This design comes from an exercise in tuning for small area on the open sky130 flow, not from production work.
Function was checked by simulation only, so behaviour that the tests miss may differ from the original.

==> flow/design.v <==
module PE #(parameter data_width=8)
  (
    input  logic                      i_clk , i_rst,
    input  logic [data_width-1:0]     i_Left , i_Top,
    output logic [data_width-1:0]     o_right, o_down,
    output logic [(2*data_width):0]   o_Cell_Value
  );
  logic [(2*data_width)-1:0] mul;
  always @(posedge i_clk or posedge i_rst) 
    begin
      if(i_rst)
        begin
          o_right         <= 0;
          o_down          <= 0;
          o_Cell_Value    <= 0;
        end
      else 
        begin
          o_Cell_Value <= o_Cell_Value + mul;   
          o_right      <= i_Left;               
          o_down       <= i_Top;                
        end
    end
  assign mul = i_Left * i_Top;            
endmodule
module Systolic_Array #(parameter data_width=8) (
  input  logic                      i_clk     , i_rst,
  input  logic [data_width-1:0]     i_Cell_A1 , i_Cell_A4,i_Cell_A7,
  input  logic [data_width-1:0]     i_Cell_B1 , i_Cell_B2,i_Cell_B3,
  output logic [(data_width*2):0]   o_cell_1  , o_cell_2 , o_cell_3 , o_cell_4 , o_cell_5, o_cell_6 , o_cell_7, o_cell_8, o_cell_9
);
  logic [data_width-1:0] A12 , A23 , A45 , A56 , A78 , A89;
  logic [data_width-1:0] B14 , B47 , B25 , B58 , B36 , B69;
  PE PE1(i_clk,i_rst,i_Cell_A1,i_Cell_B1,A12,B14,o_cell_1);
  PE PE2(i_clk,i_rst,A12,i_Cell_B2,A23,B25,o_cell_2);
  PE PE3(i_clk,i_rst,A23,i_Cell_B3,,B36,o_cell_3);
  PE PE4(i_clk,i_rst,i_Cell_A4,B14,A45,B47,o_cell_4);
  PE PE5(i_clk,i_rst,A45,B25,A56,B58,o_cell_5);
  PE PE6(i_clk,i_rst,A56,B36,,B69,o_cell_6);
  PE PE7(i_clk,i_rst,i_Cell_A7,B47,A78,,o_cell_7);
  PE PE8(i_clk,i_rst,A78,B58,A89,,o_cell_8);
  PE PE9(i_clk,i_rst,A89,B69,,,o_cell_9);
endmodule
==> flow/run.sh <==
#!/bin/bash
# synth_recipe.tcl (not shown) runs the flow's synth.tcl, then flattens the netlist and writes it again
# the make line also repeats each setting of config.mk as NAME=value (left out here)
make -C /OpenROAD-flow-scripts/flow DESIGN_CONFIG=/design/flow/config.mk WORK_HOME=/design/flow/orfs CLKGATE_MAP_FILE= SYNTH_SCRIPT=/design/flow/synth_recipe.tcl finish
==> flow/config.mk <==
export PLATFORM = sky130hd
export DESIGN_NAME = Systolic_Array
export DESIGN_NICKNAME = Systolic_Array
export VERILOG_FILES = /design/flow/design.v
export SDC_FILE = /design/flow/constraint.sdc
export NUM_CORES = 4
export LEC_CHECK = 0
export CAP_MARGIN = 20
export CORE_MARGIN = 2
export CORE_UTILIZATION = 40
export SLEW_MARGIN = 20
==> flow/constraint.sdc <==
create_clock -name core_clock -period 5.2 [get_ports {i_clk}]
set_input_delay 1.0400 -clock core_clock [delete_from_list [all_inputs] [get_ports {i_clk}]]
set_output_delay 1.0400 -clock core_clock [all_outputs]
set_load 0.01 [all_outputs]
==> results by group <==
Outcome
  – Outcome: complete, no violations

Clocking
  – Buffers from clock root to sink, at most: 3
  – Clock sinks: 249
  – Hold bufs inserted after CTS: 0
  – Total number of H-tree levels: 2
  – Clock tree root buffer cell: sky130_fd_sc_hd__clkbuf_16
  – Clock Pin Slew Worst Setup and Hold Paths: roughly 0.060 ns
  – CTS buffer count: 35
  – Clock tree from TritonCTS: built
  – Insertion delay of the later-clocked pin in the worst-skew pair: roughly 0.56 ns

Placed design
  – Gp weighted congestion: ~0.85
  – Placed Area: 34300 µm²
  – # port buffers: approximately 200
  – Placed wire-length estimate: between 50000 and 60000 µm
  – # placed instances: ~4400

Setup path
  – Most frequent cell on the critical path: sky130_fd_sc_hd__fa_1
  – Worst stage delay on the critical path: 0.68 ns
  – CP max-delay cell: sky130_fd_sc_hd__clkdlybuf4s50_1
  – Crit path required time: ~5.6 ns
  – Number of cells traversed by the worst register-to-register path: 15
  – CP Launch Type: primary input
  – Crit Path Category: in -> reg
  – Data arrival, critical path: around 5.5 ns
  – Launching element of the worst setup path: i_Cell_B3[2]
  – Chain of cells forming the critical path: clkdlybuf4s50_1 > nand2_1 > fa_1 > fa_1 > inv_1 > fa_1 > inv_1 > fa_1 > inv_1 > ha_1 > o21a_1 > o31a_1 > or4_4 > a31oi_4 > o31ai_1 > xor2_1
  – Terminus of the critical flop-to-flop path: PE8.o_Cell_Value[13]
  – Worst flop-to-flop path startpoint: PE7.o_right[6]
  – R2R setup slack: roughly 0.50 ns
  – Kind of end point of the critical path: flip-flop
  – Worst Path Max Fanout: 7

Worst hold path
  – Worst min-delay path category: reg -> reg
  – End of the worst hold path: PE4.o_Cell_Value[0]
  – Hold path start: PE4.o_Cell_Value[0]
  – Number of instances on the worst hold path: 1

Synth
  – Cell count after synthesis: 3108
  – Synthesized area: 29700 µm²
  – Library cells used by synthesis: slightly above 60
  – Most instantiated flip-flop cell in the synthesis netlist: sky130_fd_sc_hd__dfrtp_1
  – Flops & latches, synth: roughly 250
  – Yosys synthesis warning count: 1
  – Area contributors post-synth: sky130_fd_sc_hd__fa_1 30%, sky130_fd_sc_hd__dfrtp_1 21%, sky130_fd_sc_hd__ha_1 14%, sky130_fd_sc_hd__inv_1 11%, sky130_fd_sc_hd__and2_1 6.8%
  – Fraction of post-synthesis cell area in the top cell type by area: between 30% and 40%
  – Async S/R FF share, synth: 100%
  – Sequential area share after synthesis: 21.0%
  – Post-synthesis average cell area: 9.55 µm²
  – Synthesized netlist net count: 3950
  – Largest area contributor in the synthesized netlist: sky130_fd_sc_hd__fa_1
  – Number of enable flip-flop cells after synthesis: 0

Floorplanning
  – # rows: 99
  – Die Y-Extent: ~280 µm
  – Effective utilization at floorplan: about two fifths
  – Boundary pin count: between 200 and 250
  – Full die area: 76400 µm²
  – Core region area: 73200 µm²
  – Chip Width: 276 µm

Cells and area
  – Share of layout cells above drive strength 1: 7.60%
  – Area growth from synthesis to layout: 19.7%
  – Number of filler instances in the final layout: just under 7000
  – Post-layout instance count excluding filler cells: 4499
  – Area of the multi-input gates: ~20000 µm²
  – Non-Filler Cell Area, Final: between 30000 and 40000 µm²
  – Final Net Count: about 4400
  – Sequential Area: just over 6000 µm²

STA
  – Final Hold Violating Endpoints: 0
  – Final clock period utilization by the worst path: between 90 and 100%
  – Final worst path period need: just over 5 ns
  – Worst rel slew slack: 51.4%
  – Setup repair after global routing missed its margin: no
  – Peak Freq: a little under 200 MHz
  – Final hold slack: 0.510 ns
  – Fin Clk Skew: roughly 0.025 ns
  – Setup TNS: 0 ns
  – Transition at the pin with the smallest max-transition slack: 0.727 ns
  – Final number of setup-violating endpoints: 0
  – Final Slew Violations: 0

Detailed routing
  – Final routed wire length divided by cell count: roughly 16 µm
  – Via total after detailed routing: 20900
  – Remaining number of nets flagged by the antenna check after routing: 0
  – Wire length reported by the detailed router: ~71000 µm
  – DRT Pass-1 Iters: 5
  – Number of vias per cell: 4.64
  – Detailed Route Iter0 Violations: between 700 and 800
  – DRC violation count after routing: 0

GRT
  – Remaining global-route overflow: 0
  – Global router's overall resource usage: between 10% and 20%
  – First-pass GRT wire length: 120000 µm
  – Antenna violations before repair: 4
  – Vias in the first global route: roughly 23000
  – Largest net degree at the start of global routing: 91

Run
  – Total of max-cap violations: 0
-- cell type report --
| class | count | area share (%) |
|---|---|---|
| diodes | 1 | 0.00704 |
| clock buffers | 48 | 2.86 |
| clock inverters | 14 | 0.518 |
| inverters | 889 | 9.40 |
| multi-input cells | 1943 | 56.4 |
| flip-flops and latches | 249 | 17.5 |
| well taps | 959 | 3.38 |
| repair buffers | 396 | 9.90 |
-- timing repair --
item / CTS / global route
gates resized for setup: 0 / 3
setup buffers: 0 / 0
setup endpoints to repair: 0 / 2
hold endpoints to repair: 0 / 0
-- routing by layer --
layer  vias up  routed length, µm  track usage [%]
met5         -                 22                0
met4         4               1390             4.25
met3        86               3760             4.39
met2       284              34100             33.3
met1     10400              31400             25.4
li1      10100                  -                -
-- worst max-delay path by stage --
stage | end | slack [ns] | cells after the start
finish | PE3.o_Cell_Value[15] | 0.16 | 16
global route | PE3.o_Cell_Value[16] | 0.004 | 17
CTS | PE3.o_Cell_Value[16] | 0.14 | 17
detailed placement | PE3.o_Cell_Value[16] | -0.42 | 17
global placement | PE3.o_Cell_Value[16] | -0.42 | 17
floorplan | PE1.o_Cell_Value[13] | 0.13 | 16
-- cell families (layout without fill, tap and decap cells) --
family,count (synthesis),in the layout,synth area share [%]
compound gates,247,247,5.71
xor+xnor,104,104,3.07
fa+ha+maj,792,792,44.8
buf+inv,916,1347,11.6
flops,249,249,21.0
mux,4,4,0.135
other cells,0,1,0
simple gates,796,796,13.8
-- placed cells by master, fill, tap and decap left out, drive strengths merged, types with 5 or more instances in the layout --
| cell | n |
|---|---|
| xnor2 | 82 |
| inv | 888 |
| and2 | 322 |
| fa | 450 |
| o31a | 6 |
| o21bai | 8 |
| or4 | 6 |
| xor2 | 22 |
| nand2 | 293 |
| a21oi | 77 |
| clkinv | 6 |
| a211oi | 6 |
| and3 | 6 |
| nand4 | 9 |
| nand2b | 12 |
| nand3 | 20 |
| o21a | 19 |
| buf | 194 |
| clkbuf | 48 |
| a41oi | 5 |
| clkdlybuf4s50 | 202 |
| o21ai | 45 |
| clkinvlp | 5 |
| nor3 | 15 |
| nor2 | 71 |
| dfrtp | 249 |
| ha | 342 |
| a21o | 23 |
| a31oi | 12 |
| o211ai | 7 |
| nor2b | 22 |
-- registers in the layout, summed over array words and instances (netlist names), 17 cells and up --
register and cells:
PE4.o_Cell_Value 17, PE7.o_Cell_Value 17, PE3.o_Cell_Value 17, PE9.o_Cell_Value 17
PE1.o_Cell_Value 17, PE2.o_Cell_Value 17, PE5.o_Cell_Value 17, PE6.o_Cell_Value 17
PE8.o_Cell_Value 17
-- worst max-delay path, delay by kind of cell --
family	cells	cell delay, ns
compound gates	4	0.54
xor+xnor	1	0.15
fa+ha+maj	5	2.31
buf+inv	4	0.82
simple gates	2	0.57
-- synthesized netlist by cell type, types with 6 or more instances --
| library cell | n |
|---|---|
| sky130_fd_sc_hd__nor2_1 | 71 |
| sky130_fd_sc_hd__inv_1 | 889 |
| sky130_fd_sc_hd__nand2b_1 | 12 |
| sky130_fd_sc_hd__o211ai_1 | 7 |
| sky130_fd_sc_hd__nor2b_1 | 21 |
| sky130_fd_sc_hd__clkbuf_1 | 27 |
| sky130_fd_sc_hd__o21ai_1 | 11 |
| sky130_fd_sc_hd__a21o_1 | 23 |
| sky130_fd_sc_hd__ha_1 | 342 |
| sky130_fd_sc_hd__o21ai_0 | 33 |
| sky130_fd_sc_hd__and3_1 | 6 |
| sky130_fd_sc_hd__nand2_1 | 293 |
| sky130_fd_sc_hd__nor3_1 | 15 |
| sky130_fd_sc_hd__xnor2_1 | 82 |
| sky130_fd_sc_hd__a31oi_1 | 7 |
| sky130_fd_sc_hd__o31a_1 | 6 |
| sky130_fd_sc_hd__fa_1 | 450 |
| sky130_fd_sc_hd__a21oi_1 | 76 |
| sky130_fd_sc_hd__nand4_1 | 9 |
| sky130_fd_sc_hd__o21a_1 | 19 |
| sky130_fd_sc_hd__o21bai_1 | 8 |
| sky130_fd_sc_hd__nand3_1 | 20 |
| sky130_fd_sc_hd__dfrtp_1 | 249 |
| sky130_fd_sc_hd__a211oi_1 | 6 |
| sky130_fd_sc_hd__xor2_1 | 22 |
| sky130_fd_sc_hd__and2_1 | 322 |
-- stage by stage --
step	setup WS, ns	util (%)
CTS	0.136	48.5
detailed placement	-0.421	46.9
floorplan	0.133	-
global placement	-0.416	46.9
global route	0.00414	48.5
finish	0.163	48.5

what the ideal ports hide:
The results above use ideal ports. As a check the final layout listed here was re-extracted and re-timed, cells and wires unchanged. Step 1 assumes that a clkbuf_16 drives the clock port and a buf_2 every other input. Step 2 also shifts input and output timing later by t, the mid clock arrival at the registers, as if the neighbouring blocks saw the same clock. a / b / c = no drivers / after step 1 / after step 2; a / b = the first two.
shift t [ns]: 0.605
setup slack, ns: 0.163 / 0.178 / -0.427
hold WS [ns]: 0.510 / 0.510 / 0.510
worst register clock-pin slew, ns: 0.06 / 0.06
Met with ideal ports but missed after step 2: setup timing in this run. For this run, drivers alone change the setup slack by +0.015 ns; drivers and shift together by -0.590 ns.
